This design comes from an exercise in tuning for small area on the open sky130 flow, not from production work. Only simulation tests tie the RTL to the original design; equivalence was not proved. No activity file was given, so power comes from the tool's default toggle rates. The clock port is modelled as an ideal driver; clocking choices that lean on that would not hold on a real chip.

==> inputs of run K <==
==> flow/design.v <==
`timescale 1ns / 1ns
module top_upscaler #(
    parameter IMG_W = 64,
    parameter IMG_H = 216
)(
    input  wire        clk, rst,
    input  wire [23:0] pixel_in,
    input  wire        input_valid,
    output wire [23:0] pixel_out,
    output wire        output_valid
);
    localparam integer DEPTH = 2 * IMG_W;
    reg [1:0] ph;
    always @(posedge clk) begin
        if (rst) ph <= 2'd0;
        else if (input_valid) ph <= {ph[0], ~(ph[0] | ph[1])};
    end
    wire se = input_valid & ph[1];
    reg [1:0] vpipe;
    always @(posedge clk) begin
        if (rst) vpipe <= 2'b00;
        else     vpipe <= {vpipe[0], input_valid};
    end
    assign output_valid = vpipe[1];
    reg [DEPTH*24-1:0] lb;
    always @(posedge clk) begin
        if (se) lb <= {lb[(DEPTH-1)*24-1:0], pixel_in};
    end
    wire [23:0] lb_out = lb[DEPTH*24-1 -: 24];
    reg [6:0] cnt;   
    reg full;
    always @(posedge clk) begin
        if (rst) begin
            cnt <= 0; full <= 1'b0;
        end else if (se) begin
            cnt <= cnt + 1'b1;
            if (&cnt) full <= 1'b1;
        end
    end
    reg [23:0] c0, c1, c2, c3;
    always @(posedge clk) begin
        if (rst) begin
            c0 <= 24'd0; c1 <= 24'd0; c2 <= 24'd0; c3 <= 24'd0;
        end else if (se) begin
            c0 <= full ? lb_out : 24'd0;
            c1 <= c0; c2 <= c1; c3 <= c2;
        end
    end
    wire sel = ph[0];
    wire [23:0] out;
    genvar k;
    generate
        for (k = 0; k < 3; k = k + 1) begin : ch
            wire [7:0] p0 = c3[8*k +: 8];
            wire [7:0] p1 = c2[8*k +: 8];
            wire [7:0] p2 = c1[8*k +: 8];
            wire [7:0] p3 = c0[8*k +: 8];
            wire [7:0] a = sel ? p0 : p3;
            wire [7:0] b = sel ? p1 : p2;
            wire [7:0] c = sel ? p2 : p1;
            wire [7:0] d = sel ? p3 : p0;
            wire [17:0] t = {10'd0, b} * 18'd114 + {10'd0, c} * 18'd23
                          - {10'd0, a} * 18'd4 - {10'd0, d} * 18'd5 + 18'd64;
            wire [7:0] f = t[17] ? 8'd0 : (|t[16:15]) ? 8'd255 : t[14:7];
            assign out[8*k +: 8] = (ph == 2'd0) ? p1 : f;
        end
    endgenerate
    reg [23:0] v;
    always @(posedge clk) v <= out;
    assign pixel_out = v;
endmodule
==> flow/run.sh <==
#!/bin/bash
# synth_recipe.tcl (not shown) runs the flow's synth.tcl, then flattens the netlist and writes it again
# the make line also repeats each setting of config.mk as NAME=value (left out here)
make -C /OpenROAD-flow-scripts/flow DESIGN_CONFIG=/design/flow/config.mk WORK_HOME=/design/flow/orfs CLKGATE_MAP_FILE= SYNTH_SCRIPT=/design/flow/synth_recipe.tcl finish
==> flow/config.mk <==
export PLATFORM = sky130hd
export DESIGN_NAME = top_upscaler
export DESIGN_NICKNAME = top_upscaler
export VERILOG_FILES = /design/flow/design.v
export SDC_FILE = /design/flow/constraint.sdc
export NUM_CORES = 4
export LEC_CHECK = 0
export CAP_MARGIN = 20
export CORE_MARGIN = 2
export CORE_UTILIZATION = 40
export SLEW_MARGIN = 20
==> flow/constraint.sdc <==
create_clock -name core_clock -period 13.0 [get_ports {clk}]
set_input_delay 2.6000 -clock core_clock [delete_from_list [all_inputs] [get_ports {clk}]]
set_output_delay 2.6000 -clock core_clock [all_outputs]
set_load 0.01 [all_outputs]
==> run P (differences from run K) <==
--- a/flow/design.v
+++ b/flow/design.v
@@ -11,11 +11,17 @@
 );
     localparam integer DEPTH = 2 * IMG_W;
     reg [1:0] ph;
+    reg nph1;
     always @(posedge clk) begin
-        if (rst) ph <= 2'd0;
-        else if (input_valid) ph <= {ph[0], ~(ph[0] | ph[1])};
+        if (rst) begin
+            ph <= 2'd0; nph1 <= 1'b1;
+        end else if (input_valid) begin
+            ph <= {ph[0], ~(ph[0] | ph[1])};
+            nph1 <= ~ph[0];
+        end
     end
-    wire se = input_valid & ph[1];
+    wire se   = input_valid & ph[1];
+    wire hold = ~input_valid | nph1;
     reg [1:0] vpipe;
     always @(posedge clk) begin
         if (rst) vpipe <= 2'b00;
@@ -23,9 +29,8 @@
     end
     assign output_valid = vpipe[1];
     reg [DEPTH*24-1:0] lb;
-    always @(posedge clk) begin
-        if (se) lb <= {lb[(DEPTH-1)*24-1:0], pixel_in};
-    end
+    always @(posedge clk)
+        lb <= ({DEPTH*24{se}} & {lb[(DEPTH-1)*24-1:0], pixel_in}) | ({DEPTH*24{hold}} & lb);
     wire [23:0] lb_out = lb[DEPTH*24-1 -: 24];
     reg [6:0] cnt;   
     reg full;
@@ -37,14 +42,15 @@
             if (&cnt) full <= 1'b1;
         end
     end
+    wire se_w   = se & ~rst;
+    wire se_c0  = se & full & ~rst;
+    wire hold_w = hold & ~rst;
     reg [23:0] c0, c1, c2, c3;
     always @(posedge clk) begin
-        if (rst) begin
-            c0 <= 24'd0; c1 <= 24'd0; c2 <= 24'd0; c3 <= 24'd0;
-        end else if (se) begin
-            c0 <= full ? lb_out : 24'd0;
-            c1 <= c0; c2 <= c1; c3 <= c2;
-        end
+        c0 <= ({24{se_c0}} & lb_out) | ({24{hold_w}} & c0);
+        c1 <= ({24{se_w}}  & c0)     | ({24{hold_w}} & c1);
+        c2 <= ({24{se_w}}  & c1)     | ({24{hold_w}} & c2);
+        c3 <= ({24{se_w}}  & c2)     | ({24{hold_w}} & c3);
     end
     wire sel = ph[0];
     wire [23:0] out;
@@ -59,8 +65,8 @@
             wire [7:0] b = sel ? p1 : p2;
             wire [7:0] c = sel ? p2 : p1;
             wire [7:0] d = sel ? p3 : p0;
-            wire [17:0] t = {10'd0, b} * 18'd114 + {10'd0, c} * 18'd23
-                          - {10'd0, a} * 18'd4 - {10'd0, d} * 18'd5 + 18'd64;
+            wire [17:0] t = {3'd0, b, 7'd0} + {9'd0, b, 1'd0} + {6'd0, c, 4'd0} + {7'd0, c, 3'd0} + 18'd64
+                          - {6'd0, b, 4'd0} - {10'd0, c} - {8'd0, a, 2'd0} - {8'd0, d, 2'd0} - {10'd0, d};
             wire [7:0] f = t[17] ? 8'd0 : (|t[16:15]) ? 8'd255 : t[14:7];
             assign out[8*k +: 8] = (ph == 2'd0) ? p1 : f;
         end
Settings changed: CORE_UTILIZATION 40 to 70, CTS_BUF_LIST set to sky130_fd_sc_hd__clkbuf_16, CTS_CLUSTER_DIAMETER set to 100, CTS_CLUSTER_SIZE set to 30, PLACE_DENSITY set to 0.78.
==> qor summary <==
quantity	run K	run P
Status	finished clean	finished clean
Total of clock buffers placed in the layout	404	121
N_diodes	1	0
Number of nets at the end of the flow	5684	7682
Fraction of area in multi-input gates	9.658%	32.26%
Total power	0.02027 W	0.01468 W
Power density normalized to cell area	164.4 mW/mm²	138.5 mW/mm²
Combined flip-flop and latch cell area	0.09490 mm²	0.06417 mm²
Buffers excl. clock	86	95
Sequential share of power	55.8%	67.8%
Multiplexer share of the synthesized area	0.9980%	1.024%
Power share of the combinational group	0.8%	2.0%
Peak per-stage delay on the critical path	0.93 ns	0.83 ns

* * *

==> 01-17: inputs <==
top_upscaler, a different RTL version from the one above (not shown whole).
==> module top_upscaler, before the edit <==
module top_upscaler #(
    parameter IMG_W = 64,
    parameter IMG_H = 216
)(
    input  wire        clk, rst,
    input  wire [23:0] pixel_in,
    input  wire        input_valid,
    output wire [23:0] pixel_out,
    output wire        output_valid
);
    localparam integer DEPTH = 2 * IMG_W;
    reg [1:0] ph;
    reg nph1;
    always @(posedge clk) begin
        if (rst) begin
            ph <= 2'd0; nph1 <= 1'b1;
        end else if (input_valid) begin
            ph <= {ph[0], ~(ph[0] | ph[1])};
            nph1 <= ~ph[0];
        end
    end
    wire se   = input_valid & ph[1];
    wire hold = ~input_valid | nph1;
    reg [1:0] vpipe;
    always @(posedge clk) begin
        if (rst) vpipe <= 2'b00;
        else     vpipe <= {vpipe[0], input_valid};
    end
    assign output_valid = vpipe[1];
    reg pol;
    always @(posedge clk) pol <= ~pol & ~rst;
    wire [23:0] din = pixel_in ^ {24{pol}};
    reg [DEPTH*24-1:0] lb;
    always @(posedge clk)
        lb <= ~(({DEPTH*24{hold}} | {lb[(DEPTH-1)*24-1:0], din}) & ({DEPTH*24{se}} | lb));
    wire [23:0] lb_out = lb[DEPTH*24-1 -: 24] ^ {24{pol}};
    reg [6:0] cnt;   
    reg full;
    always @(posedge clk) begin
        if (rst) begin
            cnt <= 0; full <= 1'b0;
        end else if (se) begin
            cnt <= cnt + 1'b1;
            if (&cnt) full <= 1'b1;
        end
    end
    wire se_w   = se & ~rst;
    wire se_c0  = se & full & ~rst;
    wire hold_w = hold & ~rst;
    reg [23:0] c0, c1, c2, c3;
    always @(posedge clk) begin
        c0 <= ({24{se_c0}} & lb_out) | ({24{hold_w}} & c0);
        c1 <= ({24{se_w}}  & c0)     | ({24{hold_w}} & c1);
        c2 <= ({24{se_w}}  & c1)     | ({24{hold_w}} & c2);
        c3 <= ({24{se_w}}  & c2)     | ({24{hold_w}} & c3);
    end
    wire sel = ph[0];
    wire [23:0] out;
    genvar k;
    generate
        for (k = 0; k < 3; k = k + 1) begin : ch
            wire [7:0] p0 = c3[8*k +: 8];
            wire [7:0] p1 = c2[8*k +: 8];
            wire [7:0] p2 = c1[8*k +: 8];
            wire [7:0] p3 = c0[8*k +: 8];
            wire [7:0] f;
            filter_tap ft (.p0(p0), .p1(p1), .p2(p2), .p3(p3), .sel(sel), .f(f));
            assign out[8*k +: 8] = (ph == 2'd0) ? p1 : f;
        end
    endgenerate
    reg [23:0] v;
    always @(posedge clk) v <= out;
    assign pixel_out = v;
endmodule
Settings: LEC_CHECK=0, CAP_MARGIN=20, CORE_MARGIN=2, CORE_UTILIZATION=70, CTS_BUF_LIST=sky130_fd_sc_hd__clkbuf_16, CTS_CLUSTER_DIAMETER=100, CTS_CLUSTER_SIZE=30, PLACE_DENSITY=0.78, SLEW_MARGIN=20; clock period 13.0 ns.
standard.sh (not shown) runs the stock make flow with config.mk's settings and CLKGATE_MAP_FILE= SYNTH_SCRIPT=/design/flow/synth_recipe.tcl, a recipe that flattens the netlist after the stock synthesis.
==> flow/flow/run.sh <==
#!/bin/bash
# The standard layout (standard.sh) with two changes, both through ORFS's own
# variables:
#  - port buffers are buf_1 (the standard flow's pick is clkdlybuf4s50_1);
#  - CTS puts clkbuf_8 at the leaves (clusters of up to 19 sinks within
#    70 um) under a clkbuf_16 root, with no dummy loads.
set -euo pipefail
export BUFFER_PORTS_ARGS="-buffer_cell sky130_fd_sc_hd__buf_1"
export CTS_ARGS="-sink_clustering_enable -repair_clock_nets -dont_use_dummy_load -sink_clustering_size 19 -sink_clustering_max_diameter 70 -buf_list sky130_fd_sc_hd__clkbuf_8 -root_buf sky130_fd_sc_hd__clkbuf_16"
bash standard.sh > standard.log 2>&1
==> inputs of 08-05, as changes to 01-17 <==
--- a/flow/design.v
+++ b/flow/design.v
@@ -182,13 +182,10 @@
         else     vpipe <= {vpipe[0], input_valid};
     end
     assign output_valid = vpipe[1];
-    reg pol;
-    always @(posedge clk) pol <= ~pol & ~rst;
-    wire [23:0] din = pixel_in ^ {24{pol}};
     reg [DEPTH*24-1:0] lb;
     always @(posedge clk)
-        lb <= ~(({DEPTH*24{hold}} | {lb[(DEPTH-1)*24-1:0], din}) & ({DEPTH*24{se}} | lb));
-    wire [23:0] lb_out = lb[DEPTH*24-1 -: 24] ^ {24{pol}};
+        lb <= ({DEPTH*24{se}} & {lb[(DEPTH-1)*24-1:0], pixel_in}) | ({DEPTH*24{hold}} & lb);
+    wire [23:0] lb_out = lb[DEPTH*24-1 -: 24];
     reg [6:0] cnt;   
     reg full;
     always @(posedge clk) begin
==> flow/run.sh (new file) <==
#!/bin/bash
# synth_recipe.tcl (not shown) runs the flow's synth.tcl, then flattens the netlist and writes it again
# the make line also repeats each setting of config.mk as NAME=value (left out here)
make -C /OpenROAD-flow-scripts/flow DESIGN_CONFIG=/design/flow/config.mk WORK_HOME=/design/flow/orfs CLKGATE_MAP_FILE= SYNTH_SCRIPT=/design/flow/synth_recipe.tcl finish
removed: flow/flow/run.sh
removed: flow/standard.sh
==> inputs of 07-06, as changes to 01-17 <==
==> flow/run.sh (new file) <==
#!/bin/bash
# synth_recipe.tcl (not shown) runs the flow's synth.tcl, then flattens the netlist and writes it again
# the make line also repeats each setting of config.mk as NAME=value (left out here)
make -C /OpenROAD-flow-scripts/flow DESIGN_CONFIG=/design/flow/config.mk WORK_HOME=/design/flow/orfs CLKGATE_MAP_FILE= SYNTH_SCRIPT=/design/flow/synth_recipe.tcl finish
removed: flow/flow/run.sh
removed: flow/standard.sh
==> summary.txt <==
----------------------------------------------------
[Outcome]
  Status ... timing/DRC/antenna clean

[Yosys]
  Post-Syn Nets ... roughly 8000
  Number of synthesized register bits ... 3206

[Die]
  Placeable core region ... between 0.1 and 0.15 mm2

[Worst hold path]
  Hold Startpoint ... lb[1244]$_DFF_P_

[Power]
  Comb power ... roughly 2.5 mW

[Drt]
  Met1 layer wirelength in the final routing ... between 70 and 80 mm

[GRT]
  Aggregate global-route resource usage ... 0.2047

[Layout]
  Leading cell types in the layout, fill and taps excluded ... 3204 x sky130_fd_sc_hd__dfxtp_1, 3072 x sky130_fd_sc_hd__o22ai_1, 208 x sky130_fd_sc_hd__inv_1

[CTS]
  Clock transition at the registers of the reported paths ... between 0.1 and 0.15 ns

----------------------------------------------------
the above is filed under 07-06

==> summary.txt <==
----------------------------------------------------
[Worst hold path]
  Hold Startpoint ... lb[1361]$_DFF_P_

[CTS]
  Clock latency at the later pin of the worst-skew pair ... slightly below 0.8 ns
  Clock transition at the registers of the reported paths ... around 0.10 ns

[Die]
  Placeable core region ... 0.1335 mm2
  Horizontal die dimension ... roughly 370 um

[Outcome]
  Status ... timing/DRC/antenna clean

[GRT]
  Aggregate global-route resource usage ... 0.2104

[Yosys]
  Post-Syn Nets ... around 8000
  Number of synthesized register bits ... 3206
  Dominant register cell in the synthesized netlist ... sky130_fd_sc_hd__dfxtp_1
  Compound-gate portion of the synthesized area ... 0.2167

[Worst setup path]
  Maximum fanout encountered on the critical timing path ... 52

[Drt]
  Highest metal layer with signal wires ... met4

[Layout]
  Leading cell types in the layout, fill and taps excluded ... 3204 x sky130_fd_sc_hd__dfxtp_1, 3072 x sky130_fd_sc_hd__o22ai_1, 207 x sky130_fd_sc_hd__inv_1
  Share of the final layout cell area in multi-input gates ... 0.2675
  Number of flip-flops under the largest register name ... about 3100

[Power]
  Switching power of the nets ... about 6.2 mW
  Comb power ... between 2 and 2.5 mW

----------------------------------------------------
the above is filed under 01-17

==> summary.txt <==
----------------------------------------------------
[Worst hold path]
  Hold Startpoint ... lb[2384]$_DFF_P_

[Drt]
  Met1 layer wirelength in the final routing ... roughly 76 mm

[Yosys]
  Number of synthesized register bits ... between 3000 and 4000
  Post-Syn Nets ... 7939

[Power]
  Comb power ... 0.284 mW

[Layout]
  Leading cell types in the layout, fill and taps excluded ... 3204 x sky130_fd_sc_hd__dfxtp_1, 3168 x sky130_fd_sc_hd__a22o_1, 208 x sky130_fd_sc_hd__inv_1

[Outcome]
  Status ... timing/DRC/antenna clean

[GRT]
  Aggregate global-route resource usage ... 0.1940

[CTS]
  Clock transition at the registers of the reported paths ... about 0.11 ns

----------------------------------------------------
the above is filed under 08-05

what the ideal ports hide:
How much do the figures lean on ideal ports? The routed layouts below were timed once more, with nothing changed but the port constraints.
Step 1: set_driving_cell puts a clkbuf_16 on clk and a buf_2 on each other input, an assumption about the parent block.
Step 2 adds t to the input delays and takes it off the output delays; t is the mean of the earliest and latest rising clock arrival at the registers after step 1. Input paths then give back, and output paths get back, about the clock's delay inside the block.
a / b / c = no drivers / after step 1 / after step 2; a / b = the first two.
| run | t (ns) | slack for setup (ns) | hold WS [ns] | cell pins on the clock port's net |
|---|---|---|---|---|
| run K | 0.889 | 3.749 / 3.749 / 3.749 | 0.368 / 0.368 / 0.368 | 1 |
| run P | 0.829 | 6.325 / 6.325 / 6.037 | 0.459 / 0.459 / 0.459 | 1 |
| 01-17 | 0.827 | 4.269 / 4.269 / 4.269 | 0.385 / 0.385 / 0.385 | 1 |
| 08-05 | 0.829 | 4.414 / 4.414 / 4.414 | 0.465 / 0.465 / 0.465 | 1 |
| 07-06 | 0.826 | 4.165 / 4.165 / 4.165 | 0.436 / 0.436 / 0.436 | 1 |
After both steps setup and hold are still met in every run listed. The setup slack of run P, which loses most, moves by 0.000 ns with the drivers and by -0.288 ns with both steps.
